What follows belongs to an exercise in optimizing a design on an open flow for small area, a short achievable clock period and few clock cycles per item; a production flow would make more cautious choices.
In this exercise RTL edits were held to simulation tests only and were not proved equivalent to the original.

==> flow/design.v, too long to show whole: its modules and the start of the top module <==
// module geofence: 245 lines
// module mul_s11x11a: 245 lines
// module mul_s12x11: 221 lines
// module bk11: 47 lines
// module bk12: 49 lines
// module bk20: 79 lines
// module bk22: 85 lines
module geofence (clk, reset, X, Y, R, valid, is_inside);
  // ...
==> flow/flow/run.sh <==
#!/bin/bash
# Standard ORFS layout at the design's clock and constraints, with two changes:
# the ports are buffered with a plain buf_2 (instead of the delay buffer
# buffer_ports picks by default), and repair_timing is asked for 19 ns of
# setup margin so that it also works on paths that already meet the clock.
set -euo pipefail
export BUFFER_PORTS_ARGS="-buffer_cell sky130_fd_sc_hd__buf_2"
export SETUP_SLACK_MARGIN=19
bash standard.sh > standard.log 2>&1
==> flow/standard.sh <==
#!/bin/bash
# synth_recipe.tcl (not shown) runs the flow's synth.tcl, then flattens the netlist and writes it again
# the make line also repeats each setting of config.mk as NAME=value (left out here)
make -C /OpenROAD-flow-scripts/flow DESIGN_CONFIG=/design/flow/config.mk WORK_HOME=/design/flow/orfs CLKGATE_MAP_FILE= SYNTH_SCRIPT=/design/flow/synth_recipe.tcl "${@:-finish}"
==> flow/config.mk <==
export PLATFORM = sky130hd
export DESIGN_NAME = geofence
export DESIGN_NICKNAME = geofence
export VERILOG_FILES = /design/flow/design.v
export SDC_FILE = /design/flow/constraint.sdc
export NUM_CORES = 4
export LEC_CHECK = 0
export ABC_AREA = 1
export CAP_MARGIN = 20
export CORE_MARGIN = 2
export CORE_UTILIZATION = 40
export CTS_CLUSTER_DIAMETER = 100
export CTS_CLUSTER_SIZE = 20
export SLEW_MARGIN = 20
==> flow/constraint.sdc <==
create_clock -name core_clock -period 25.0 [get_ports {clk}]
set_input_delay 5.0000 -clock core_clock [delete_from_list [all_inputs] [get_ports {clk}]]
set_output_delay 5.0000 -clock core_clock [all_outputs]
set_load 0.01 [all_outputs]
==> impl_metrics.ini, run 1 <==
[status]
status = complete, no violations

[final_layout]
fin_util = 0.435
register_area_sq_um = 11500
multi_input_area_sq_um = 21300
fillers = 9009
final-clk-cell-share = 0.0238
largest_reg_flops = 186
finalNonFillerCells = 5531
flops_and_latches = 508

[setup_path]
crit_required_ns = 20.00
reg2reg_depth = 22
critical_path_class = flip-flop to output port
slowest_stage = dfrtp_1
crit_arrival_ns = 1.15
endpoint = valid

[global_routing]
grt_pass1_vias = 27500
grt_use_met3 = 0.0201
grt_usage = 0.204
use_met1 = 0.278

[floorplanning]
die_h_microns = 306
rows = 110
dieWidth_microns = 306
pin_count = 35

[timing]
slew_viol_final = 0
worstMarginPinSlew_ns = 1.10
skew_ns = 0.0479

[clocking]
cts.sinks = 508
cts_hold_buffers = 0
cts.clk_slew.worst_paths_ns = 0.08
cts_tree = yes

[route]
wl_met1_mm = 42.9
drtAntennaViolNets = 0
routed_via_density = 5.00

[yosys]
ys_top_cells_by_count = inv_1 (904), nand2_1 (892), dfxtp_1 (372), ha_1 (333), fa_1 (298)
synthAdderAreaFrac = 0.278
synthXorXnorAreaFrac = 0.0399

[placed_design]
io_buffers = 34
Testbench counts, summed over its fixed seeds: cycles 62,400, items 1,600.
==> inputs of run 2 (changes only) <==
==> flow/flow/run.sh (replaced) <==
#!/bin/bash
# Standard ORFS layout at the design's clock and constraints, with two changes:
# the ports are buffered with a plain buf_2 (instead of the delay buffer
# buffer_ports picks by default), and repair_timing is asked for 18.85 ns of
# setup margin so that it also works on paths that already meet the clock.
set -euo pipefail
export BUFFER_PORTS_ARGS="-buffer_cell sky130_fd_sc_hd__buf_2"
export SETUP_SLACK_MARGIN=18.85
bash standard.sh > standard.log 2>&1
--- a/flow/config.mk
+++ b/flow/config.mk
@@ -9,6 +9,5 @@
 export CAP_MARGIN = 20
 export CORE_MARGIN = 2
 export CORE_UTILIZATION = 40
-export CTS_CLUSTER_DIAMETER = 100
-export CTS_CLUSTER_SIZE = 20
+export GPL_TIMING_DRIVEN = 0
 export SLEW_MARGIN = 20
==> run 2 against run 1 <==
Clock skew up 0.029 ns. Critical path type unchanged. Critical path depth unchanged. Via count increased by 2.9%.
==> impl_metrics.ini, run 2 <==
[status]
status = complete, no violations

[yosys]
syn_area_per_cell_sq_um = 8.39
syn_area_sq_um = 36500
synth-edff-count = 125
synth_top_area_cell = dfxtp_1
synth_cell_types = 64
async_flop_share = 0.0217
yosysMostFrequentCell = inv_1
syn-num-nets = 5019
ys_top_cells_by_count = inv_1 (904), nand2_1 (892), dfxtp_1 (372), ha_1 (333), fa_1 (298)
yosys_warnings = 2
syn_inst = 4355
synth.area.top_cells = dfxtp_1 (20%), fa_1 (16%), ha_1 (11%), edfxtp_1 (10%), inv_1 (9.3%)
synthFlopType = dfxtp_1
yosys_register_bits = 508
yosys.area.top_type_share = 0.204
ys_seq_area_frac = 0.314

[timing]
worstMarginPinSlew_ns = 1.13
slew_viol_final = 0
timing.final.crit_share = 0.248
layout_min_cycle_time_ns = 6.20
skew_ns = 0.0765
fin_ws_ns = 18.80
fmax_mhz = 161
hold_viol = 0
finalSetupTns_ns = 0
finalSetupViolCount = 0
rsz0062_at_grt = yes
relSlewSlack = 0.241

[floorplanning]
rows = 110
initial_utilization = 0.405
dieWidth_microns = 306
die_h_microns = 306
dieArea_sq_um = 93700
core_sq_um = 90300
pin_count = 35

[setup_path]
cp_top_family = flip-flops
r2r_slack_ns = 19.17
critical_path.startpoint_type = flip-flop
path_max_fanout = 1
crit_arrival_ns = 1.20
critical_path_class = flip-flop to output port
worstSetupEndpointType = output port
max_stage_delay_ns = 0.40
slowest_stage = dfrtp_1
crit_buf_inv = 1
crit_required_ns = 20.00
crit_chain = buf_2

[global_routing]
grt_pass1_wl_mm = 157
grt_overflow = 0
grt_usage = 0.212
antenna_found_initial = 0
grt_pass1_vias = 28200
grt_max_degree = 32

[placed_design]
dp_hpwl_mm = 78.8
io_buffers = 34
place_congestion = 0.963
place_ws_ns = 18.52

[final_layout]
final_common_cell = inv_1
nets = 5125
most-common-layout-cells = inv_1 (901), nand2_1 (890), dfxtp_1 (355), ha_1 (330), fa_1 (298)
syn2layout_area_growth_pct = 10.9
largest-register = ring
antenna_cells = 0
drive_gt1_frac = 0.0588
largest_reg_flops = 186

[route]
drc = 0
vias = 28500
drtAntennaViolNets = 0
drt_pass1_iterations = 5
wirelength_mm = 98.9
avgRoutedWirePerCell_microns = 17.4
routed_via_density = 5.01
first_iter_violations = 2113

[min_path]
hp-class = flip-flop to flip-flop

[flow_run]
drv_cap = 0

[clocking]
cts_hold_buffers = 0
cts.clk_slew.worst_paths_ns = 0.06
clkLatencyLatePin_ns = 0.66
clockRootBuffer = clkbuf_16
cts_tree = yes
cts-root-to-sink-buffers = 3
h-tree-depth = 2
cts_buffers = 56
cts.sinks = 508
## run 2: cell counts after synthesis
No cell type changed its count.
## run 2: path summary, 6_finish.rpt
| path | from | end | cells past startpoint |
|---|---|---|---|
| max | valid | valid | 1 |
| min | q1rad[4] | q2rad[4] | 0 |
| max reg2reg | oa1[0] | is_inside | 23 |
| min reg2reg | q1rad[4] | q2rad[4] | 0 |
| max in group asynchronous | reset | n[1] | 2 |
| min in group asynchronous | reset | g[2] | 2 |
## run 2: cell type report
type	instances	area [sq um]
timing repair buffer	48	288
multi-input combinational	2794	21300
clock inverter	34	434
tap	1176	1470
clock buffer	70	1530
inverter	913	3440
sequential	508	11500
buffer	140	577
fill	8897	49800
## run 2: worst reg2reg max path: stages (launching register included)
cell and delay (ns):
edfxtp_1 0.44, buf_2 0.23, nand2_1 0.09, inv_1 0.05, fa_1 0.58, fa_1 0.47
fa_1 0.41, fa_1 0.53, fa_1 0.42, ha_1 0.33, nand2_1 0.08, o21ai_1 0.18
a21oi_1 0.09, nor3_1 0.19, nor2_1 0.08, fa_1 0.40, xor2_2 0.25, ha_1 0.29
a21oi_1 0.14, o21ai_0 0.10, o21ai_0 0.18, nand2_1 0.08, nand2_1 0.06, a21oi_1 0.05
## run 2: repair_timing
action / in CTS / in global routing
resized for setup: 13 / 88
pin swaps: 0 / 4
buffers inserted: 0 / 13
endpoints found under the setup margin: 14 / 21
## run 2: per-layer routing
| layer | vias up | part of all wire | global-route usage |
|---|---|---|---|
| met5 | - | 0 | 0 |
| met4 | 0 | 0.028 | 0.0636 |
| met3 | 121 | 0.058 | 0.0252 |
| met2 | 817 | 0.46 | 0.355 |
| met1 | 13600 | 0.45 | 0.288 |
| li1 | 14000 | - | - |
## run 2: cell families (layout without fill, tap and decap cells)
kind of cell / count (synthesis) / after routing / share of synthesized area
AOI/OAI and AO/OA: 679 / 679 / 0.108
xor gates and xnor gates: 164 / 164 / 0.0399
buffers and inverters: 1053 / 1205 / 0.109
adders and majority gates: 632 / 632 / 0.278
DFF: 508 / 508 / 0.314
and+or+nand+nor: 1319 / 1319 / 0.151
## run 2: metrics by stage
step / instance area [sq um] / cells / utilization / hold WS, ns
floorplan: 36500 / 4355 / - / 0.310
global placement: 38200 / 5565 / 0.423 / 0.312
detailed placement: 38200 / 5566 / 0.423 / 0.312
CTS: 40200 / 5670 / 0.445 / 0.325
global route: 40500 / 5683 / 0.449 / 0.331
finish: 40500 / 5683 / 0.449 / 0.324
==> module geofence, before the edit <==
module geofence (clk, reset, X, Y, R, valid, is_inside);
input clk;
input reset;
input [9:0] X;
input [9:0] Y;
input [10:0] R;
output reg valid;
output reg is_inside;
reg [5:0] n;                        
wire [5:0] n_n = (n == 6'd38) ? 6'd0 : n + 6'd1;
reg [2:0] g;                        
wire [2:0] g_n = (n == 6'd38 || g == 3'd5) ? 3'd0 : g + 3'd1;
reg inph;
reg [30:0] ring [0:5];              
reg [9:0] X0, Y0;
integer k;
always @(posedge clk) begin
    for (k = 0; k < 5; k = k + 1) ring[k] <= ring[k+1];
    ring[5] <= inph ? {X, Y, R} : ring[0];
    if (n == 6'd0) begin X0 <= X; Y0 <= Y; end
end
function [2:0] posof;               
    input [2:0] j;
    input [2:0] gg;
    reg [3:0] d;
    begin
        d = {1'b0, j} + 4'd6 - {1'b0, gg};
        posof = (d >= 4'd6) ? d[2:0] - 3'd6 : d[2:0];
    end
endfunction
reg [2:0] rk1, rk2, rk3, rk4, rk5;
wire [2:0] rf1, rf2, rf3, rf4, rf5;    
function [2:0] lsel;                
    input [2:0] r;
    begin
        lsel = (rf1 == r) ? 3'd1 : (rf2 == r) ? 3'd2 : (rf3 == r) ? 3'd3 :
               (rf4 == r) ? 3'd4 : 3'd5;
    end
endfunction
reg [5:0] selA, selB;               
reg [30:0] pA, pB;
integer kk;
always @(*) begin
    pA = 31'd0; pB = 31'd0;
    for (kk = 0; kk < 6; kk = kk + 1) begin
        pA = pA | (ring[kk] & {31{selA[kk]}});
        pB = pB | (ring[kk] & {31{selB[kk]}});
    end
end
wire [9:0]  ax = pA[30:21], ay = pA[20:11];
wire [10:0] ar = pA[10:0];
wire [9:0]  bx = pB[30:21], by = pB[20:11];
wire [10:0] br = pB[10:0];
reg rld, sload, smul, scmp, aph, sph, eph, uvl, aqsh, aacc, tsel, fin, radsum, radodd;
reg [3:0] asel;                     
function [5:0] pairof;
    input [5:0] nn;
    case (nn)
        6'd3:  pairof = {3'd1, 3'd2};
        6'd4:  pairof = {3'd1, 3'd3};
        6'd5:  pairof = {3'd2, 3'd3};
        6'd6:  pairof = {3'd1, 3'd4};
        6'd7:  pairof = {3'd2, 3'd4};
        6'd8:  pairof = {3'd3, 3'd4};
        6'd9:  pairof = {3'd1, 3'd5};
        6'd10: pairof = {3'd2, 3'd5};
        6'd11: pairof = {3'd3, 3'd5};
        default: pairof = {3'd4, 3'd5};
    endcase
endfunction
function [2:0] qsel;
    input [2:0] m;
    case (m)
        3'd1: qsel = lsel(3'd0);
        3'd2: qsel = lsel(3'd1);
        3'd3: qsel = lsel(3'd2);
        3'd4: qsel = lsel(3'd3);
        3'd5: qsel = lsel(3'd4);
        default: qsel = 3'd0;
    endcase
endfunction
wire [5:0] cn = n_n - 6'd15;        
reg  [2:0] kA_n;                    
reg  [2:0] jA_n, jB_n;
always @(*) begin
    kA_n = (cn <= 6'd5) ? cn[2:0] : cn[0] ? cn[3:1] - 3'd2 : cn[3:1] - 3'd3;
    if (n_n >= 6'd3 && n_n <= 6'd12) begin
        {jA_n, jB_n} = pairof(n_n);
    end else begin
        jA_n = qsel(kA_n);
        jB_n = qsel(kA_n + 3'd1);
    end
end
wire cph_n = (n_n >= 6'd15);
always @(posedge clk or posedge reset) begin
    if (reset) begin
        n <= 6'd0; g <= 3'd0; inph <= 1'b1; valid <= 1'b0;
    end else begin
        n <= n_n; g <= g_n;
        inph <= (n_n <= 6'd5);
        valid <= fin;
    end
end
always @(posedge clk) begin
    selA   <= 6'd1 << posof(jA_n, g_n);
    selB   <= 6'd1 << posof(jB_n, g_n);
    sload  <= (n_n >= 6'd3) && (n_n <= 6'd12);
    rld    <= cph_n && ((cn == 6'd0) || ((cn >= 6'd7) && (cn <= 6'd15) && cn[0]));
    smul   <= (n_n >= 6'd4) && (n_n <= 6'd13);
    scmp   <= smul;
    aph    <= cph_n && (cn <= 6'd5);
    sph    <= cph_n && (cn >= 6'd6) && (cn <= 6'd16) && !cn[0];
    eph    <= cph_n && (cn >= 6'd7) && (cn <= 6'd17) && cn[0];
    uvl    <= cph_n && (cn >= 6'd11) && (cn <= 6'd21) && cn[0];
    aqsh   <= cph_n && (cn >= 6'd5) && (cn <= 6'd10);
    aacc   <= cph_n && (cn >= 6'd8) && (cn <= 6'd18) && !cn[0];
    tsel   <= cph_n && (cn >= 6'd12) && (cn <= 6'd22) && !cn[0];
    fin    <= cph_n && (cn == 6'd22);
    radsum <= (cn <= 6'd7);
    radodd <= cn[0];
    case (cn)
        6'd6, 6'd16, 6'd17:        asel <= 4'b0001;
        6'd7, 6'd8, 6'd14, 6'd15:  asel <= 4'b0010;
        6'd9, 6'd10, 6'd12, 6'd13: asel <= 4'b0100;
        default:                   asel <= 4'b1000;
    endcase
end
reg  [10:0] oa1, ob1, ob2;
reg  [11:0] oa2;
reg  [21:0] m1r;
reg  [21:0] A, T;
reg  [21:0] m2r;
wire [21:0] m1, m2;
mul_s11x11a u_m1 (.a(oa1), .b(ob1), .c(tsel ? T : 22'd0), .p(m1));    
mul_s12x11 u_m2 (.a(oa2), .b(ob2), .p(m2));
wire signed [21:0] sm1r = m1r, sm2r = m2r;
wire bef = sm1r > sm2r;             
always @(posedge clk) begin
    if (n <= 6'd3) begin
        rk1 <= 3'd0; rk2 <= 3'd0; rk3 <= 3'd0; rk4 <= 3'd0; rk5 <= 3'd0;
    end else begin
        rk1 <= rf1; rk2 <= rf2; rk3 <= rf3; rk4 <= rf4; rk5 <= rf5;
    end
end
wire [5:0] dij = pairof(n - 6'd2);  
wire [2:0] win = bef ? dij[2:0] : dij[5:3];     
assign rf1 = rk1 + {2'd0, scmp && win == 3'd1};
assign rf2 = rk2 + {2'd0, scmp && win == 3'd2};
assign rf3 = rk3 + {2'd0, scmp && win == 3'd3};
assign rf4 = rk4 + {2'd0, scmp && win == 3'd4};
assign rf5 = rk5 + {2'd0, scmp && win == 3'd5};
wire [19:0] radsq;
bk20 u_rad (.a(m1r[19:0]), .b(m2r[19:0]), .cin(1'b0), .s(radsq), .co());
wire [19:0] rad = radsum ? radsq : (radodd ? m2r[19:0] : m1r[19:0]);
function [22:0] nrstep;    
    input [12:0] r;
    input [9:0]  q;
    input [1:0]  b;
    input [3:0]  j;
    reg [12:0] rn, m;
    begin
        if (!r[12]) rn = {r[10:0], b} - {1'b0, q, 2'b01};
        else        rn = {r[10:0], b} + {1'b0, q, 2'b11};
        m = 13'h1fff << (j + 1);
        rn = rn[j+1] ? (rn | m) : (rn & ~m);
        nrstep = {rn, q[8:0], !rn[12]};
    end
endfunction
reg [5:0]  q1r; reg [3:0] q1q; reg [11:0] q1rad;
reg [8:0]  q2r; reg [6:0] q2q; reg [5:0]  q2rad;
reg [9:0]  qout;
reg [22:0] s1, s2, s3;
always @(*) begin
    s1 = 23'd0;
    s1 = nrstep(s1[22:10], s1[9:0], rad[19:18], 4'd1);
    s1 = nrstep(s1[22:10], s1[9:0], rad[17:16], 4'd2);
    s1 = nrstep(s1[22:10], s1[9:0], rad[15:14], 4'd3);
    s1 = nrstep(s1[22:10], s1[9:0], rad[13:12], 4'd4);
    s2 = {{7{q1r[5]}}, q1r, 6'd0, q1q};
    s2 = nrstep(s2[22:10], s2[9:0], q1rad[11:10], 4'd5);
    s2 = nrstep(s2[22:10], s2[9:0], q1rad[9:8], 4'd6);
    s2 = nrstep(s2[22:10], s2[9:0], q1rad[7:6], 4'd7);
    s3 = {{4{q2r[8]}}, q2r, 3'd0, q2q};
    s3 = nrstep(s3[22:10], s3[9:0], q2rad[5:4], 4'd8);
    s3 = nrstep(s3[22:10], s3[9:0], q2rad[3:2], 4'd9);
    s3 = nrstep(s3[22:10], s3[9:0], q2rad[1:0], 4'd10);
end
always @(posedge clk) begin
    q1r <= s1[15:10]; q1q <= s1[3:0]; q1rad <= rad[11:0];
    q2r <= s2[18:10]; q2q <= s2[6:0]; q2rad <= q1rad[5:0];
    qout <= s3[9:0];
end
reg [9:0]  aq0, aq1, aq2, aq3;      
wire [9:0]  acur = asel[0] ? aq0 : asel[1] ? aq1 : asel[2] ? aq2 : aq3;
reg  [10:0] ri, rj;                 
wire [10:0] cs_s = {1'b0, acur} ^ ri ^ rj;
wire [10:0] cs_c = ({1'b0, acur} & ri) | ({1'b0, acur} & rj) | (ri & rj);
wire [10:0] ssum, e1n, e2n, e3n, dx, dy, rax, rby, ray, rbx, shy;
wire [11:0] shx;
wire [21:0] Asum;
wire        ge;
bk11 u_ss (.a(cs_s), .b({cs_c[9:0], 1'b0}), .cin(1'b0), .s(ssum), .co());
wire [9:0]  Sn = ssum[10:1];
bk11 u_e1 (.a({1'b0, Sn}), .b(~{1'b0, acur}),    .cin(1'b1), .s(e1n), .co());
bk11 u_e2 (.a({1'b0, Sn}), .b(~ri),              .cin(1'b1), .s(e2n), .co());
bk11 u_e3 (.a({1'b0, Sn}), .b(~{1'b0, rj[9:0]}), .cin(1'b1), .s(e3n), .co());
bk11 u_dx (.a({1'b0, ax}), .b(~{1'b0, bx}), .cin(1'b1), .s(dx), .co());
bk11 u_dy (.a({1'b0, ay}), .b(~{1'b0, by}), .cin(1'b1), .s(dy), .co());
bk11 u_rax (.a({1'b0, ax}), .b(~{1'b0, X0}), .cin(1'b1), .s(rax), .co());
bk11 u_rby (.a({1'b0, by}), .b(~{1'b0, Y0}), .cin(1'b1), .s(rby), .co());
bk11 u_ray (.a({1'b0, ay}), .b(~{1'b0, Y0}), .cin(1'b1), .s(ray), .co());
bk11 u_rbx (.a({1'b0, bx}), .b(~{1'b0, X0}), .cin(1'b1), .s(rbx), .co());
bk12 u_shx (.a({2'b00, ax}), .b({2'b00, bx}), .cin(1'b0), .s(shx), .co());
bk11 u_shy (.a({1'b0, by}), .b(~{1'b0, ay}), .cin(1'b1), .s(shy), .co());
bk22 u_A (.a(A), .b(m2r), .cin(1'b0), .s(Asum), .co());
bk22 u_ge (.a({1'b0, A[21:1]}), .b(~m1), .cin(1'b1), .s(), .co(ge));
always @(posedge clk) begin
    if (sload) begin
        oa1 <= rax; ob1 <= rby; oa2 <= {ray[10], ray}; ob2 <= rbx;
    end
    if (aph) begin
        oa1 <= dx; ob1 <= dx; oa2 <= {dy[10], dy}; ob2 <= dy;
    end
    if (sph) begin
        oa1 <= {1'b0, Sn}; ob1 <= e1n;
        oa2 <= shx; ob2 <= shy;
    end
    if (eph) begin
        oa2 <= {e2n[10], e2n}; ob2 <= e3n;
    end
    if (uvl) begin
        oa1 <= {1'b0, qout}; ob1 <= {1'b0, s3[9:0]};
    end
    m1r <= m1[21:0];
    if (rld) begin ri <= ar; rj <= br; end
    m2r <= m2[21:0];
    if (aqsh) begin aq0 <= qout; aq1 <= aq0; aq2 <= aq1; aq3 <= aq2; end
    if (n <= 6'd14) begin A <= 22'd0; T <= 22'd0; end
    else begin
        if (aacc) A <= Asum;
        if (tsel) T <= m1;
    end
    is_inside <= ge;                 
end
endmodule
==> inputs of run 3 (changes only) <==
--- a/flow/design.v
+++ b/flow/design.v
@@ -7,9 +7,9 @@
 output reg valid;
 output reg is_inside;
 reg [5:0] n;                        
-wire [5:0] n_n = (n == 6'd38) ? 6'd0 : n + 6'd1;
+wire [5:0] n_n = (n == 6'd37) ? 6'd0 : n + 6'd1;
 reg [2:0] g;                        
-wire [2:0] g_n = (n == 6'd38 || g == 3'd5) ? 3'd0 : g + 3'd1;
+wire [2:0] g_n = (n == 6'd37 || g == 3'd5) ? 3'd0 : g + 3'd1;
 reg inph;
 reg [30:0] ring [0:5];              
 reg [9:0] X0, Y0;
@@ -38,13 +38,17 @@
     end
 endfunction
 reg [5:0] selA, selB;               
+reg       amb;                      
+wire      bef;
+wire       sw = amb & ~bef;
+wire [5:0] selBe = {selB[5:4], selB[3] | sw, selB[2] & ~sw, selB[1:0]};
 reg [30:0] pA, pB;
 integer kk;
 always @(*) begin
     pA = 31'd0; pB = 31'd0;
     for (kk = 0; kk < 6; kk = kk + 1) begin
         pA = pA | (ring[kk] & {31{selA[kk]}});
-        pB = pB | (ring[kk] & {31{selB[kk]}});
+        pB = pB | (ring[kk] & {31{selBe[kk]}});
     end
 end
 wire [9:0]  ax = pA[30:21], ay = pA[20:11];
@@ -79,7 +83,7 @@
         default: qsel = 3'd0;
     endcase
 endfunction
-wire [5:0] cn = n_n - 6'd15;        
+wire [5:0] cn = n_n - 6'd14;        
 reg  [2:0] kA_n;                    
 reg  [2:0] jA_n, jB_n;
 always @(*) begin
@@ -91,7 +95,7 @@
         jB_n = qsel(kA_n + 3'd1);
     end
 end
-wire cph_n = (n_n >= 6'd15);
+wire cph_n = (n_n >= 6'd14);
 always @(posedge clk or posedge reset) begin
     if (reset) begin
         n <= 6'd0; g <= 3'd0; inph <= 1'b1; valid <= 1'b0;
@@ -104,6 +108,7 @@
 always @(posedge clk) begin
     selA   <= 6'd1 << posof(jA_n, g_n);
     selB   <= 6'd1 << posof(jB_n, g_n);
+    amb    <= (n_n == 6'd14) && (rf4 == 3'd0) && (rf5 == 3'd0);
     sload  <= (n_n >= 6'd3) && (n_n <= 6'd12);
     rld    <= cph_n && ((cn == 6'd0) || ((cn >= 6'd7) && (cn <= 6'd15) && cn[0]));
     smul   <= (n_n >= 6'd4) && (n_n <= 6'd13);
@@ -134,7 +139,7 @@
 mul_s11x11a u_m1 (.a(oa1), .b(ob1), .c(tsel ? T : 22'd0), .p(m1));    
 mul_s12x11 u_m2 (.a(oa2), .b(ob2), .p(m2));
 wire signed [21:0] sm1r = m1r, sm2r = m2r;
-wire bef = sm1r > sm2r;             
+assign bef = sm1r > sm2r;             
 always @(posedge clk) begin
     if (n <= 6'd3) begin
         rk1 <= 3'd0; rk2 <= 3'd0; rk3 <= 3'd0; rk4 <= 3'd0; rk5 <= 3'd0;
@@ -235,7 +240,7 @@
     if (rld) begin ri <= ar; rj <= br; end
     m2r <= m2[21:0];
     if (aqsh) begin aq0 <= qout; aq1 <= aq0; aq2 <= aq1; aq3 <= aq2; end
-    if (n <= 6'd14) begin A <= 22'd0; T <= 22'd0; end
+    if (n <= 6'd13) begin A <= 22'd0; T <= 22'd0; end
     else begin
         if (aacc) A <= Asum;
         if (tsel) T <= m1;
==> flow/flow/run.sh (replaced) <==
#!/bin/bash
# Standard ORFS layout at the design's clock and constraints, with two changes:
# the ports are buffered with a plain buf_2 (instead of the delay buffer
# buffer_ports picks by default), and repair_timing is asked for 19 ns of
# setup margin so that it also works on paths that already meet the clock.
set -euo pipefail
export BUFFER_PORTS_ARGS="-buffer_cell sky130_fd_sc_hd__buf_2"
export SETUP_SLACK_MARGIN=19
bash standard.sh > standard.log 2>&1
--- a/flow/config.mk
+++ b/flow/config.mk
@@ -9,5 +9,4 @@
 export CAP_MARGIN = 20
 export CORE_MARGIN = 2
 export CORE_UTILIZATION = 40
-export GPL_TIMING_DRIVEN = 0
 export SLEW_MARGIN = 20
==> run 3 against run 2 <==
Clock skew is 0.022 ns lower. Critical path type unchanged. Still clean. Cell count is 0.84% lower.
==> impl_metrics.ini, run 3 <==
[placed_design]
place_congestion = 0.941
io_buffers = 34
dpl.cell_count = 5486
dp_hpwl_mm = 74.4

[global_routing]
grt_max_degree = 63
busiest_layer = met2
grt_pass1_wl_mm = 153
grt_pass1_vias = 27800
grtUsageMet2 = 0.330
grt_overflow = 0
use_met1 = 0.276
grt_usage = 0.206
grt_use_met3 = 0.0319
antenna_found_initial = 1

[route]
routed_via_density = 5.01
drtAntennaViolNets = 0
vias = 28300
avgRoutedWirePerCell_microns = 17.2
first_iter_violations = 2002
drc = 0
wirelength_mm = 97.1
drt_pass1_iterations = 6

[final_layout]
syn2layout_area_growth_pct = 11.0
largest_reg_flops = 186
most-common-layout-cells = nand2_1 (899), inv_1 (883), dfxtp_1 (356), ha_1 (328), fa_1 (292)
antenna_cells = 0
final_common_cell = nand2_1
drive_gt1_frac = 0.0773
finalNonFillerCells = 5635
nets = 5069
fin_util = 0.447
largest-register = ring

[min_path]
hp-class = flip-flop to flip-flop
hp-start = q1rad[2]
holdPathEnd = q2rad[2]
hold_depth = 0

[timing]
slew_viol_final = 0
hold_ws_ns = 0.327
relSlewSlack = 0.304
skew_ns = 0.0544
worstMarginPinSlew_ns = 1.04
timing.final.crit_share = 0.244
rsz0062_at_grt = yes
fmax_mhz = 164
layout_min_cycle_time_ns = 6.11
hold_viol = 0
finalSetupTns_ns = 0
finalSetupViolCount = 0

[setup_path]
worstSetupEndpointType = output port
r2r-start = ob1[9]
r2r_slack_ns = 19.14
critical_path_class = flip-flop to output port
r2r_end = is_inside
cp_top_family = flip-flops
reg2reg_depth = 24
crit_chain = buf_6
crit_buf_inv = 1
max_stage_delay_ns = 0.36
path_max_fanout = 1
crit_required_ns = 20.00
slowest_stage = dfxtp_4
critical_path.startpoint_type = flip-flop
crit_arrival_ns = 1.11

[yosys]
yosys_warnings = 2
synth-edff-count = 125
synth.area.top_cells = dfxtp_1 (20%), fa_1 (16%), ha_1 (11%), edfxtp_1 (10%), nand2_1 (9.3%)
yosysMostFrequentCell = nand2_1
syn_area_per_cell_sq_um = 8.40
synth_cell_types = 66
syn_area_sq_um = 36800
synth_top_area_cell = dfxtp_1
syn_inst = 4378
ys_seq_area_frac = 0.314
ys_top_cells_by_count = nand2_1 (908), inv_1 (890), dfxtp_1 (376), ha_1 (335), fa_1 (298)
yosys_register_bits = 512
syn-num-nets = 5044
yosys.area.top_type_share = 0.205
synthFlopType = dfxtp_1
async_flop_share = 0.0215

[floorplanning]
core_sq_um = 91400
dieArea_sq_um = 94400
pin_count = 35
initial_utilization = 0.402
die_h_microns = 307
rows = 111
dieWidth_microns = 307

[clocking]
cts_tree = yes
clkLatencyLatePin_ns = 0.66
cts-root-to-sink-buffers = 3
clockRootBuffer = clkbuf_16
h-tree-depth = 2
cts_buffers = 56
cts.sinks = 512
cts_hold_buffers = 0
cts.clk_slew.worst_paths_ns = 0.06

[flow_run]
drv_cap = 0

[status]
status = complete, no violations
==> run 3: cell types whose count changed after synthesis, sizes merged, moves of 21 or more <==
cell    previous run  this run
a221oi            24        47
nor2             161       182
nor3              67        43
nand2            910       931
a21oi            252       226
==> run 3: cell families (layout without fill, tap and decap cells) <==
family	Yosys count	in the layout	share of synthesized area
buffers and inverters	1038	1109	0.107
and+or+nand+nor	1368	1368	0.157
adders and majority gates	634	634	0.276
DFF	512	512	0.314
xor gates and xnor gates	159	159	0.0379
AOI/OAI and AO/OA	667	667	0.108
==> run 3: worst max-delay path by stage <==
stage | from | end | slack, ns | cells after the start
2_1_floorplan | oa1[0] | is_inside | 19.50 | 26
3_3_place_gp | ob1[9] | is_inside | 19.03 | 25
3_5_place_dp | m2r[13] | selB[2] | 18.92 | 31
4_1_cts | valid | valid | 18.85 | 1
5_1_grt | valid | valid | 18.85 | 1
6_report | is_inside | is_inside | 18.89 | 1
==> run 3: repair_timing <==
| item | in CTS | in global routing |
|---|---|---|
| endpoints found under the setup margin | 7 | 30 |
| gates resized for setup | 7 | 94 |
| pin swaps | 0 | 25 |
| cloned | 0 | 0 |
| setup buffers | 7 | 38 |
==> run 3: per-stage QoR <==
| step | worst slack [ns] | cell area [sq um] |
|---|---|---|
| 2_1_floorplan | 19.50 | 36800 |
| 3_3_place_gp | 19.03 | 38100 |
| 3_5_place_dp | 18.92 | 38100 |
| 4_1_cts | 18.85 | 40200 |
| 5_1_grt | 18.85 | 40800 |
| 6_report | 18.89 | 40800 |
==> run 3: final cells by class <==
type                            count  area [sq um]
Fill cell                        8908         50600
Multi-Input combinational cell   2828         21600
Sequential cell                   512         11600
Inverter                          902          3400
Clock buffer                       86          1720
Tap cell                         1186          1480
Timing Repair Buffer              103           707
Clock inverter                     18           315
==> run 3: routing by layer <==
metal | routed length [microns] | vias up
met3 | 5960 | 170
met5 | 8 | -
met1 | 43100 | 13400
met4 | 4230 | 2
met2 | 43800 | 814
li1 | - | 13900
Testbench counts of run 3, summed over its fixed seeds: cycles 60,800, items 1,600.
==> inputs of run 4 (changes only) <==
--- a/flow/config.mk
+++ b/flow/config.mk
@@ -9,4 +9,6 @@
 export CAP_MARGIN = 20
 export CORE_MARGIN = 2
 export CORE_UTILIZATION = 40
+export CTS_CLUSTER_DIAMETER = 100
+export CTS_CLUSTER_SIZE = 20
 export SLEW_MARGIN = 20
==> run 4 against run 3 <==
Global-route usage fell by 0.14 points. Wire length is 1.0% lower. Clock skew decreased by 0.011 ns. Non-clock buffer count is 1 lower. Utilization shrank 1.1 points. Sequential share of layout area increased by 0.76 points. Maximum frequency up 0.49%. Highest routed layer is now met4. Critical path depth is the same. Critical path type unchanged. Cell area fell by 2.5%. Still clean on timing, DRC and antenna.
==> impl_metrics.ini, run 4 <==
[yosys]
async_flop_share = 0.0215
syn_area_per_cell_sq_um = 8.40
ys_seq_area_frac = 0.314
synth_cell_types = 66
yosys_register_bits = 512
synth.area.top_cells = dfxtp_1 (20%), fa_1 (16%), ha_1 (11%), edfxtp_1 (10%), nand2_1 (9.3%)
synth_top_area_cell = dfxtp_1
yosys.area.top_type_share = 0.205
yosys_warnings = 2
synthFlopType = dfxtp_1
syn_inst = 4378
syn_area_sq_um = 36800
ys_top_cells_by_count = nand2_1 (908), inv_1 (890), dfxtp_1 (376), ha_1 (335), fa_1 (298)
synth-edff-count = 125
syn-num-nets = 5044
yosysMostFrequentCell = nand2_1

[global_routing]
grt_overflow = 0
grt_max_degree = 63
grt_pass1_wl_mm = 153
antenna_found_initial = 0
grt_pass1_vias = 27600
grt_usage = 0.204

[route]
drtAntennaViolNets = 0
wl_met2_mm = 44.3
drt_pass1_iterations = 6
vias = 28100
drc = 0
wl_met1_mm = 43.7
first_iter_violations = 2151
avgRoutedWirePerCell_microns = 17.2
wirelength_mm = 96.1
wl_met3_mm = 4.90
highest_layer = met4
routed_via_density = 5.02

[clocking]
cts-root-to-sink-buffers = 3
cts.clk_slew.worst_paths_ns = 0.07
clkLatencyLatePin_ns = 0.61
cts.sinks = 512
cts_hold_buffers = 0
h-tree-depth = 2
clockRootBuffer = clkbuf_16
cts_tree = yes
cts_buffers = 35

[timing]
skew_ns = 0.0433
finalSetupViolCount = 0
slew_viol_final = 0
fmax_mhz = 165
hold_ws_ns = 0.330
hold_viol = 0
timing.final.crit_share = 0.243
layout_min_cycle_time_ns = 6.08
finalSetupTns_ns = 0
worstMarginPinSlew_ns = 1.05
rsz0062_at_grt = yes
fin_ws_ns = 18.92
relSlewSlack = 0.300

[floorplanning]
die_h_microns = 307
pin_count = 35
initial_utilization = 0.402
core_sq_um = 91400
dieWidth_microns = 307
rows = 111
dieArea_sq_um = 94400

[placed_design]
place_ws_ns = 18.92
place_congestion = 0.941
dpl.cell_count = 5486
place_area_sq_um = 38100
dp_hpwl_mm = 74.4
io_buffers = 34

[min_path]
hp-class = flip-flop to flip-flop

[final_layout]
final_cell_area_sq_um = 39800
finalNonFillerCells = 5588
antenna_cells = 0
fillers = 9011
largest_reg_flops = 186
largest-register = ring
fin_util = 0.436
nets = 5047
syn2layout_area_growth_pct = 8.22
multi_input_area_sq_um = 21500
register_area_sq_um = 11600
most-common-layout-cells = nand2_1 (901), inv_1 (883), dfxtp_1 (353), ha_1 (330), fa_1 (294)
final_common_cell = nand2_1
drive_gt1_frac = 0.0666

[setup_path]
crit_chain = buf_6
critical_path.startpoint_type = flip-flop
cp_top_family = flip-flops
crit_arrival_ns = 1.08
slowest_stage = dfrtp_1
path_max_fanout = 1
crit_buf_inv = 1
max_stage_delay_ns = 0.38
worstSetupEndpointType = output port
critical_path_class = flip-flop to output port
crit_required_ns = 20.00

[status]
status = complete, no violations

[flow_run]
drv_cap = 0
[run 4: cell counts after synthesis]
Identical to the previous run, type by type.
[run 4: path summary, 6_finish.rpt]
| check | slack [ns] | endpoint | startpoint | depth (start not counted) |
|---|---|---|---|---|
| worst max-delay path | 18.92 | valid | valid | 1 |
| worst min-delay path | 0.33 | scmp | smul | 0 |
| min in group asynchronous | 4.46 | n[5] | reset | 2 |
| worst min register to register | 0.33 | scmp | smul | 0 |
| max in group asynchronous | 20.12 | n[1] | reset | 2 |
| worst max register to register | 19.20 | is_inside | oa1[1] | 23 |
[run 4: what timing repair did]
action,CTS,global route
setup buffers,5,39
endpoints found under the setup margin,13,30
pin swaps,0,22
gates resized for setup,6,93
[run 4: cell type report]
type                    count  share of cell area
flip-flops and latches    512               0.292
well taps                1186              0.0373
inverters                 902              0.0854
clock buffers              47              0.0234
multi-input cells        2828               0.541
repair buffers            102              0.0177
clock inverters            11             0.00327
[run 4: cells by family (layout without fill, tap and decap cells)]
kind of cell               Yosys count  after routing  share of synthesized area
and+or+nand+nor                   1368           1368                      0.157
buffers and inverters             1038           1062                      0.107
AOI/OAI and AO/OA                  667            667                      0.108
adders and majority gates          634            634                      0.276
DFF                                512            512                      0.314
xor gates and xnor gates           159            159                     0.0379
[run 4: routing by layer]
layer / up-vias / track usage
met5: - / 0
met4: 0 / 0.0625
met3: 158 / 0.0255
met2: 707 / 0.337
met1: 13400 / 0.280
li1: 13800 / -
==> inputs of run 5 (changes only) <==
--- a/flow/design.v
+++ b/flow/design.v
@@ -220,22 +220,10 @@
 bk22 u_A (.a(A), .b(m2r), .cin(1'b0), .s(Asum), .co());
 bk22 u_ge (.a({1'b0, A[21:1]}), .b(~m1), .cin(1'b1), .s(), .co(ge));
 always @(posedge clk) begin
-    if (sload) begin
-        oa1 <= rax; ob1 <= rby; oa2 <= {ray[10], ray}; ob2 <= rbx;
-    end
-    if (aph) begin
-        oa1 <= dx; ob1 <= dx; oa2 <= {dy[10], dy}; ob2 <= dy;
-    end
-    if (sph) begin
-        oa1 <= {1'b0, Sn}; ob1 <= e1n;
-        oa2 <= shx; ob2 <= shy;
-    end
-    if (eph) begin
-        oa2 <= {e2n[10], e2n}; ob2 <= e3n;
-    end
-    if (uvl) begin
-        oa1 <= {1'b0, qout}; ob1 <= {1'b0, s3[9:0]};
-    end
+    oa1 <= sload ? rax : aph ? dx : uvl ? {1'b0, qout} : {1'b0, Sn};
+    ob1 <= sload ? rby : aph ? dx : uvl ? {1'b0, s3[9:0]} : e1n;
+    oa2 <= sload ? {ray[10], ray} : aph ? {dy[10], dy} : eph ? {e2n[10], e2n} : shx;
+    ob2 <= sload ? rbx : aph ? dy : eph ? e3n : shy;
     m1r <= m1[21:0];
     if (rld) begin ri <= ar; rj <= br; end
     m2r <= m2[21:0];
==> run 5 against run 4 <==
Still clean on timing, DRC and antenna. Wire length fell by 2.5%. Non-clock buffer count down 29. Worst setup slack worse by 0.010 ns. Clock skew up 0.0093 ns. Critical path type unchanged. Largest cell class unchanged.
==> impl_metrics.ini, run 5 <==
[status]
status = complete, no violations

[setup_path]
r2r-start = oa1[4]
slowest_stage = dfrtp_1
cp_top_family = flip-flops
crit_chain = buf_6
startpoint = valid
path_depth = 1
max_stage_delay_ns = 0.38
crit_arrival_ns = 1.09
crit_required_ns = 20.00
crit_buf_inv = 1
worstSetupEndpointType = output port
path_max_fanout = 1
reg2reg_depth = 24
critical_path_class = flip-flop to output port
critical_path.startpoint_type = flip-flop

[min_path]
hp-class = flip-flop to flip-flop
hp-start = q1rad[3]
hold_depth = 0

[timing]
timing.final.crit_share = 0.243
slew_viol_final = 0
fmax_mhz = 164
finalSetupTns_ns = 0
skew_ns = 0.0526
layout_min_cycle_time_ns = 6.09
rsz0062_at_grt = yes
relSlewSlack = 0.321
finalSetupViolCount = 0
worstMarginPinSlew_ns = 1.01
hold_viol = 0
hold_ws_ns = 0.328

[final_layout]
most-common-layout-cells = inv_1 (878), nand2_1 (875), dfxtp_1 (373), ha_1 (328), fa_1 (298)
largest-register = ring
antenna_cells = 0
nets = 5027
drive_gt1_frac = 0.0625
syn2layout_area_growth_pct = 7.84
largest_reg_flops = 186
final_common_cell = inv_1

[route]
first_iter_violations = 1972
drc = 0
drtAntennaViolNets = 0
routed_via_density = 5.00
avgRoutedWirePerCell_microns = 16.9
vias = 27800
drt_pass1_iterations = 6
wirelength_mm = 93.7

[yosys]
synth-edff-count = 82
yosys_warnings = 2
yosys_register_bits = 511
synth_cell_types = 65
synth_top_area_cell = dfxtp_1
syn_inst = 4390
ys_seq_area_frac = 0.307
syn-num-nets = 5056
syn_area_per_cell_sq_um = 8.25
synth.area.top_cells = dfxtp_1 (23%), fa_1 (16%), ha_1 (12%), inv_1 (9.1%), nand2_1 (9.1%)
yosys.area.top_type_share = 0.231
ys_top_cells_by_count = inv_1 (883), nand2_1 (881), dfxtp_1 (418), ha_1 (335), fa_1 (298)
synthFlopType = dfxtp_1
async_flop_share = 0.0215
yosysMostFrequentCell = inv_1
syn_area_sq_um = 36200

[flow_run]
drv_cap = 0

[global_routing]
antenna_found_initial = 1
grt_max_degree = 63
grt_pass1_vias = 27500
grt_overflow = 0
grt_pass1_wl_mm = 150
grt_usage = 0.202

[clocking]
cts_buffers = 34
clockRootBuffer = clkbuf_16
h-tree-depth = 2
cts-root-to-sink-buffers = 3
cts_tree = yes
cts_hold_buffers = 0
clkLatencyLatePin_ns = 0.60
cts.clk_slew.worst_paths_ns = 0.09
cts.sinks = 511

[placed_design]
place_congestion = 0.915
io_buffers = 34
dp_hpwl_mm = 72.1

[floorplanning]
initial_utilization = 0.403
pin_count = 35
rows = 110
dieArea_sq_um = 93000
dieWidth_microns = 305
core_sq_um = 89900
die_h_microns = 305
## run 5: final timing paths
| check | endpoint | slack (ns) |
|---|---|---|
| max reg2reg | is_inside | 19.32 |
| min in group asynchronous | g[2] | 4.43 |
| min reg2reg | q2rad[3] | 0.33 |
| max in group asynchronous | n[0] | 20.21 |
| max | valid | 18.91 |
| min | q2rad[3] | 0.33 |
## run 5: logic make-up after synthesis
logic type / share of synthesized area
AOI/OAI and AO/OA: 0.108
xor gates and xnor gates: 0.0367
adders and majority gates: 0.281
buffers and inverters: 0.107
DFF: 0.307
muxes: 0.000276
and+or+nand+nor: 0.161
## run 5: what timing repair did
item | 4_1_cts | 5_1_grt
endpoints found under the hold margin | 0 | 0
gates resized for setup | 8 | 119
pin swaps | 0 | 13
buffers inserted | 0 | 13
setup endpoints to repair | 6 | 33
## run 5: final cells by class
class / count / area (sq um)
fill: 8920 / 50800
multi-input combinational: 2849 / 21500
sequential: 511 / 11200
inverter: 892 / 3350
tap: 1176 / 1470
clock buffer: 45 / 892
timing repair buffer: 73 / 479
clock inverter: 11 / 128
## run 5: layer usage
layer / track usage / up-vias / share of wire
met5: 0 / - / 0
met4: 0.0608 / 0 / 0.031
met3: 0.0214 / 178 / 0.047
met2: 0.332 / 735 / 0.46
met1: 0.279 / 13200 / 0.46
li1: - / 13700 / -
## run 5: stage by stage
stage	std cells	setup WS (ns)	area, sq um	utilization
global route	5557	18.87	39100	0.435
floorplan	4390	19.46	36200	-
detailed placement	5488	18.62	37500	0.418
finish	5557	18.91	39100	0.435
global placement	5488	18.68	37500	0.418
CTS	5544	18.87	38600	0.429
Testbench counts of run 5, summed over its fixed seeds: cycles 60,800, items 1,600.
==> inputs of run 6 (changes only) <==
--- a/flow/config.mk
+++ b/flow/config.mk
@@ -10,5 +10,5 @@
 export CORE_MARGIN = 2
 export CORE_UTILIZATION = 40
 export CTS_CLUSTER_DIAMETER = 100
-export CTS_CLUSTER_SIZE = 20
+export CTS_CLUSTER_SIZE = 26
 export SLEW_MARGIN = 20
==> run 6 against run 5 <==
Via count decreased by 0.13%. Flip-flop and latch count unchanged. Wire length down 0.28%. Worst setup slack got worse by 0.048 ns. Cell area about the same. Non-clock buffer count shrank 1. Count of clock-buffer cells in the layout decreased by 4. Register-to-register slack barely moved. Die area is the same. Global-route usage is 0.15 points lower. Synthesized area unchanged.
==> impl_metrics.ini, run 6 <==
[yosys]
syn_area_sq_um = 36200
synthFlopType = dfxtp_1
yosys.area.top_type_share = 0.231
synthXorXnorAreaFrac = 0.0367
yosys_register_bits = 511
ys_seq_area_frac = 0.307
synth_cell_types = 65
synthAdderAreaFrac = 0.281
yosysMostFrequentCell = inv_1
synth_compound_area_frac = 0.108
async_flop_share = 0.0215
synth_top_area_cell = dfxtp_1
syn-num-nets = 5056
syn_area_per_cell_sq_um = 8.25
synth_top_family_by_area = adder cells
ys_top_cells_by_count = inv_1 (883), nand2_1 (881), dfxtp_1 (418), ha_1 (335), fa_1 (298)
synth-edff-count = 82
synth.area.top_cells = dfxtp_1 (23%), fa_1 (16%), ha_1 (12%), inv_1 (9.1%), nand2_1 (9.1%)
yosys_warnings = 2
syn_inst = 4390
synth_simple_gate_area_frac = 0.161
synth_mux_area_frac = 0.000276

[placed_design]
place_congestion = 0.915
place_ws_ns = 18.62
dp_hpwl_mm = 72.1
io_buffers = 34
dpl.cell_count = 5488
place_area_sq_um = 37500

[setup_path]
crit_chain = buf_6
reg2reg_depth = 35
crit_buf_inv = 1
crit_required_ns = 20.00
r2r-start = m2r[15]
max_stage_delay_ns = 0.39
path_max_fanout = 1
slowest_stage = dfrtp_1
critical_path.startpoint_type = flip-flop
critical_path_class = flip-flop to output port
r2r_end = selB[3]
r2r_slack_ns = 19.31
crit_arrival_ns = 1.13
worstSetupEndpointType = output port
cp_top_family = flip-flops

[global_routing]
grt_pass1_vias = 27400
grt_overflow = 0
grt_max_degree = 63
grt_usage = 0.200
grt_pass1_wl_mm = 150
antenna_found_initial = 1

[route]
wirelength_mm = 93.4
drt_pass1_iterations = 6
first_iter_violations = 2031
drc = 0
avgRoutedWirePerCell_microns = 16.8
drtAntennaViolNets = 0
routed_via_density = 4.99
vias = 27700

[final_layout]
final_cell_area_sq_um = 39000
largest_reg_flops = 186
syn2layout_area_growth_pct = 7.77
drive_gt1_frac = 0.0629
most-common-layout-cells = inv_1 (877), nand2_1 (874), dfxtp_1 (377), ha_1 (327), fa_1 (298)
nets = 5020
finalNonFillerCells = 5552
largest-register = ring
fin_util = 0.434
final_common_cell = inv_1

[clocking]
cts_buffers = 28
cts_tree = yes
clkLatencyLatePin_ns = 0.63
h-tree-depth = 1
cts.clk_slew.worst_paths_ns = 0.10
cts_hold_buffers = 0
cts-root-to-sink-buffers = 3
cts.sinks = 511
clockRootBuffer = clkbuf_16

[timing]
skew_ns = 0.0387
worstMarginPinSlew_ns = 1.02
layout_min_cycle_time_ns = 6.13
rsz0062_at_grt = yes
hold_ws_ns = 0.333
fin_ws_ns = 18.87
timing.final.crit_share = 0.245
finalSetupTns_ns = 0
fmax_mhz = 163
hold_viol = 0
slew_viol_final = 0
relSlewSlack = 0.314
finalSetupViolCount = 0

[flow_run]
drv_cap = 0

[floorplanning]
pin_count = 35
initial_utilization = 0.403
rows = 110
dieWidth_microns = 305
core_sq_um = 89900
dieArea_sq_um = 93000
die_h_microns = 305

[min_path]
holdPathEnd = q2rad[3]
hp-start = q1rad[3]
hp-class = flip-flop to flip-flop
hold_depth = 0

[status]
status = complete, no violations
==> run 6: cells by family (layout without fill, tap and decap cells) <==
logic type / Yosys count / count (layout)
simple gates: 1403 / 1403
buf+inv: 1030 / 1015
compound gates: 659 / 659
fa+ha+maj: 634 / 634
flops: 511 / 511
xor+xnor: 152 / 152
mux: 1 / 1
other cells: 0 / 1
==> run 6: worst max path at each step <==
stage | startpoint | endpoint | slack [ns] | cells after the start
after floorplan | tsel | is_inside | 19.46 | 23
after global placement | q2r[8] | ob1[0] | 18.68 | 33
after detailed placement | q2r[8] | ob1[0] | 18.62 | 33
after CTS | valid | valid | 18.81 | 1
after global routing | valid | valid | 18.81 | 1
final | valid | valid | 18.87 | 1
==> run 6: timing repair <==
action | in CTS | in global routing
buffers inserted | 0 | 12
endpoints found under the hold margin | 0 | 0
resized for setup | 8 | 123
endpoints found under the setup margin | 8 | 33
cloned | 0 | 0
pin swaps | 0 | 12
==> run 6: layout make-up <==
cell class	instances	area (sq um)
Tap cell	1176	1470
Sequential cell	511	11200
Fill cell	8908	50800
Antenna cell	1	2.50
Clock buffer	41	801
Timing Repair Buffer	72	472
Multi-Input combinational cell	2849	21600
Inverter	892	3350
Clock inverter	10	163
==> run 6: routing by layer <==
metal  vias up  global-route usage  part of all wire
met4         0              0.0616             0.031
met2       659               0.328              0.46
met5         -                   0                 0
met3       162              0.0189             0.043
met1     13200               0.279              0.47
li1      13700                   -                 -
==> inputs of run 7 (changes only) <==
--- a/flow/design.v
+++ b/flow/design.v
@@ -200,30 +200,25 @@
 reg  [10:0] ri, rj;                 
 wire [10:0] cs_s = {1'b0, acur} ^ ri ^ rj;
 wire [10:0] cs_c = ({1'b0, acur} & ri) | ({1'b0, acur} & rj) | (ri & rj);
-wire [10:0] ssum, e1n, e2n, e3n, dx, dy, rax, rby, ray, rbx, shy;
-wire [11:0] shx;
+wire [10:0] ssum, e12, e3n, x1, y1, y2;
+wire [11:0] x2;
 wire [21:0] Asum;
 wire        ge;
 bk11 u_ss (.a(cs_s), .b({cs_c[9:0], 1'b0}), .cin(1'b0), .s(ssum), .co());
 wire [9:0]  Sn = ssum[10:1];
-bk11 u_e1 (.a({1'b0, Sn}), .b(~{1'b0, acur}),    .cin(1'b1), .s(e1n), .co());
-bk11 u_e2 (.a({1'b0, Sn}), .b(~ri),              .cin(1'b1), .s(e2n), .co());
+bk11 u_e12 (.a({1'b0, Sn}), .b(~(eph ? ri : {1'b0, acur})), .cin(1'b1), .s(e12), .co());
 bk11 u_e3 (.a({1'b0, Sn}), .b(~{1'b0, rj[9:0]}), .cin(1'b1), .s(e3n), .co());
-bk11 u_dx (.a({1'b0, ax}), .b(~{1'b0, bx}), .cin(1'b1), .s(dx), .co());
-bk11 u_dy (.a({1'b0, ay}), .b(~{1'b0, by}), .cin(1'b1), .s(dy), .co());
-bk11 u_rax (.a({1'b0, ax}), .b(~{1'b0, X0}), .cin(1'b1), .s(rax), .co());
-bk11 u_rby (.a({1'b0, by}), .b(~{1'b0, Y0}), .cin(1'b1), .s(rby), .co());
-bk11 u_ray (.a({1'b0, ay}), .b(~{1'b0, Y0}), .cin(1'b1), .s(ray), .co());
-bk11 u_rbx (.a({1'b0, bx}), .b(~{1'b0, X0}), .cin(1'b1), .s(rbx), .co());
-bk12 u_shx (.a({2'b00, ax}), .b({2'b00, bx}), .cin(1'b0), .s(shx), .co());
-bk11 u_shy (.a({1'b0, by}), .b(~{1'b0, ay}), .cin(1'b1), .s(shy), .co());
+bk11 u_x1 (.a({1'b0, ax}), .b(~{1'b0, sload ? X0 : bx}), .cin(1'b1), .s(x1), .co());
+bk11 u_y1 (.a({1'b0, ay}), .b(~{1'b0, sload ? Y0 : by}), .cin(1'b1), .s(y1), .co());
+bk11 u_y2 (.a({1'b0, by}), .b(~{1'b0, sload ? Y0 : ay}), .cin(1'b1), .s(y2), .co());
+bk12 u_x2 (.a({2'b00, bx}), .b(sload ? ~{2'b00, X0} : {2'b00, ax}), .cin(sload), .s(x2), .co());
 bk22 u_A (.a(A), .b(m2r), .cin(1'b0), .s(Asum), .co());
 bk22 u_ge (.a({1'b0, A[21:1]}), .b(~m1), .cin(1'b1), .s(), .co(ge));
 always @(posedge clk) begin
-    oa1 <= sload ? rax : aph ? dx : uvl ? {1'b0, qout} : {1'b0, Sn};
-    ob1 <= sload ? rby : aph ? dx : uvl ? {1'b0, s3[9:0]} : e1n;
-    oa2 <= sload ? {ray[10], ray} : aph ? {dy[10], dy} : eph ? {e2n[10], e2n} : shx;
-    ob2 <= sload ? rbx : aph ? dy : eph ? e3n : shy;
+    oa1 <= (sload | aph) ? x1 : uvl ? {1'b0, qout} : {1'b0, Sn};
+    ob1 <= sload ? y2 : aph ? x1 : uvl ? {1'b0, s3[9:0]} : e12;
+    oa2 <= (sload | aph) ? {y1[10], y1} : eph ? {e12[10], e12} : x2;
+    ob2 <= sload ? x2[10:0] : aph ? y1 : eph ? e3n : y2;
     m1r <= m1[21:0];
     if (rld) begin ri <= ar; rj <= br; end
     m2r <= m2[21:0];
--- a/flow/config.mk
+++ b/flow/config.mk
@@ -10,5 +10,5 @@
 export CORE_MARGIN = 2
 export CORE_UTILIZATION = 40
 export CTS_CLUSTER_DIAMETER = 100
-export CTS_CLUSTER_SIZE = 26
+export CTS_CLUSTER_SIZE = 20
 export SLEW_MARGIN = 20
==> run 7 against run 6 <==
Still clean on timing, DRC and antenna. Hold slack lost 0.00063 ns. Register-to-register slack lost 0.10 ns. Utilization grew 0.063 points. Via count shrank 3.8%. Critical path type unchanged. Largest cell class unchanged. Highest routed layer unchanged.
==> impl_metrics.ini, run 7 <==
[status]
status = complete, no violations

[route]
routed_via_density = 4.96
avgRoutedWirePerCell_microns = 16.6
wirelength_mm = 89.3
drtAntennaViolNets = 0
drc = 0
vias = 26700
drt_pass1_iterations = 6
first_iter_violations = 1977

[global_routing]
grt_usage = 0.200
grt_max_degree = 63
antenna_found_initial = 5
grt_pass1_wl_mm = 143
grt_pass1_vias = 26200
grt_overflow = 0

[floorplanning]
dieWidth_microns = 299
die_h_microns = 299
pin_count = 35
initial_utilization = 0.403
rows = 108
core_sq_um = 86600
dieArea_sq_um = 89700

[setup_path]
path_depth = 1
reg2reg_depth = 29
r2r_end = is_inside
r2r-start = ob1[9]
crit_arrival_ns = 1.10
max_stage_delay_ns = 0.38
path_max_fanout = 1
critical_path_class = flip-flop to output port
worstSetupEndpointType = output port
endpoint = valid
crit_buf_inv = 1
critical_path.startpoint_type = flip-flop
slowest_stage = dfrtp_1
startpoint = valid
crit_chain = buf_2
cp_top_family = flip-flops
r2r_slack_ns = 19.21
crit_required_ns = 20.00

[clocking]
clkLatencyLatePin_ns = 0.59
cts_buffers = 34
cts_hold_buffers = 0
cts.sinks = 511
cts-root-to-sink-buffers = 3
h-tree-depth = 2
cts_tree = yes
clockRootBuffer = clkbuf_16
cts.clk_slew.worst_paths_ns = 0.08

[placed_design]
place_congestion = 0.865
io_buffers = 34
dp_hpwl_mm = 68.5

[final_layout]
most-common-layout-cells = nand2_1 (907), inv_1 (812), dfxtp_1 (389), ha_1 (289), fa_1 (270)
largest-register = ring
nets = 4797
fillers = 8569
drive_gt1_frac = 0.0618
syn2layout_area_growth_pct = 7.89
register_area_sq_um = 11200
largest_reg_flops = 186
multi_input_area_sq_um = 20400
final_common_cell = nand2_1
antenna_cells = 0

[yosys]
synth_top_area_cell = dfxtp_1
yosys.area.top_type_share = 0.240
yosysMostFrequentCell = nand2_1
ys_seq_area_frac = 0.318
async_flop_share = 0.0215
yosys_warnings = 2
ys_top_cells_by_count = nand2_1 (913), inv_1 (816), dfxtp_1 (418), ha_1 (293), fa_1 (274)
yosys_register_bits = 511
syn_area_sq_um = 34900
synth_cell_types = 62
synth.area.top_cells = dfxtp_1 (24%), fa_1 (16%), ha_1 (10%), nand2_1 (9.8%), inv_1 (8.8%)
synthFlopType = dfxtp_1
syn_inst = 4227
syn_area_per_cell_sq_um = 8.26
synth-edff-count = 82
syn-num-nets = 4827

[timing]
relSlewSlack = 0.365
fmax_mhz = 164
timing.final.crit_share = 0.244
slew_viol_final = 0
finalSetupViolCount = 0
layout_min_cycle_time_ns = 6.10
skew_ns = 0.0375
rsz0062_at_grt = yes
worstMarginPinSlew_ns = 0.951
hold_viol = 0
finalSetupTns_ns = 0

[min_path]
hp-class = flip-flop to flip-flop
hp-start = fin

[flow_run]
drv_cap = 0
run 7: logic make-up (layout without fill, tap and decap cells):
logic type | after synthesis | in the layout | synth area share
XOR/XNOR | 145 | 145 | 0.0374
AO/OA/AOI/OAI | 631 | 631 | 0.108
AND/OR/NAND/NOR | 1389 | 1389 | 0.166
flip-flops | 511 | 511 | 0.318
buffers and inverters | 967 | 962 | 0.104
multiplexers | 17 | 17 | 0.00487
adder cells (fa/ha/maj) | 567 | 567 | 0.262
run 7: repair_timing:
| action | in CTS | in global routing |
|---|---|---|
| buffers inserted | 0 | 14 |
| resized for setup | 8 | 83 |
| endpoints found under the setup margin | 5 | 25 |
| pin swaps | 0 | 16 |
run 7: per-layer routing:
metal | wire length [microns] | vias to the layer above | GRT usage
met3 | 4030 | 147 | 0.0206
met5 | 0 | - | 0
li1 | - | 13300 | -
met2 | 40400 | 624 | 0.327
met4 | 2640 | 0 | 0.0594
met1 | 42200 | 12700 | 0.279
run 7: layout make-up:
type,count,area share
clock buffers,52,0.0246
clock inverters,9,0.00315
well taps,1155,0.0384
repair buffers,75,0.0140
multi-input cells,2749,0.541
inverters,826,0.0824
flip-flops and latches,511,0.296
run 7: worst min-delay path by stage:
stage	endpoint	slack [ns]	cells after the start
floorplan	q2rad[0]	0.31	0
global placement	q2rad[2]	0.31	0
detailed placement	scmp	0.31	0
CTS	q2rad[0]	0.34	0
global route	q2rad[0]	0.34	0
finish	valid	0.33	0
run 7: through the flow:
stage / cells / utilization / hold slack (ns) / instance area (sq um) / setup slack [ns]
2_1_floorplan: 4227 / - / 0.310 / 34900 / 19.44
3_3_place_gp: 5301 / 0.418 / 0.310 / 36200 / 19.02
3_5_place_dp: 5301 / 0.418 / 0.314 / 36200 / 18.94
4_1_cts: 5362 / 0.430 / 0.336 / 37300 / 18.85
5_1_grt: 5377 / 0.435 / 0.338 / 37700 / 18.83
6_report: 5377 / 0.435 / 0.332 / 37700 / 18.90
Testbench counts of run 7, summed over its fixed seeds: cycles 60,800, items 1,600.

separate check: timing with driven ports:
How much do the figures lean on ideal ports? The routed layouts below were timed once more, with nothing changed but the port constraints. Step 1: set_driving_cell puts a clkbuf_16 on clk and a buf_2 on each other input, an assumption about the parent block. Step 2 times the ports against the registers' clock, not the clock port: input delays grow and output delays shrink by t, the midpoint of the rising clock arrivals with the driver on. Slacks: ideal ports / drivers / drivers and shift; pairs: ideal ports / drivers.
run	t, ns	setup WS [ns]	hold slack, ns	worst setup path after step 2	worst register clock-pin slew, ns
run 1	0.704	18.851 / 18.784 / 19.275	0.338 / 0.338 / 0.338	register to register	0.10 / 0.10
run 2	0.688	18.802 / 18.734 / 19.167	0.324 / 0.324 / 0.324	register to register	0.08 / 0.08
run 3	0.702	18.895 / 18.829 / 19.144	0.327 / 0.327 / 0.327	register to register	0.06 / 0.06
run 4	0.651	18.925 / 18.858 / 19.197	0.330 / 0.330 / 0.330	register to register	0.09 / 0.09
run 5	0.635	18.914 / 18.849 / 19.319	0.328 / 0.328 / 0.328	register to register	0.09 / 0.09
run 6	0.681	18.867 / 18.796 / 19.312	0.333 / 0.333 / 0.333	register to register	0.11 / 0.11
run 7	0.623	18.901 / 18.845 / 19.206	0.332 / 0.332 / 0.332	register to register	0.09 / 0.09
After both steps setup and hold are still met in every run listed.
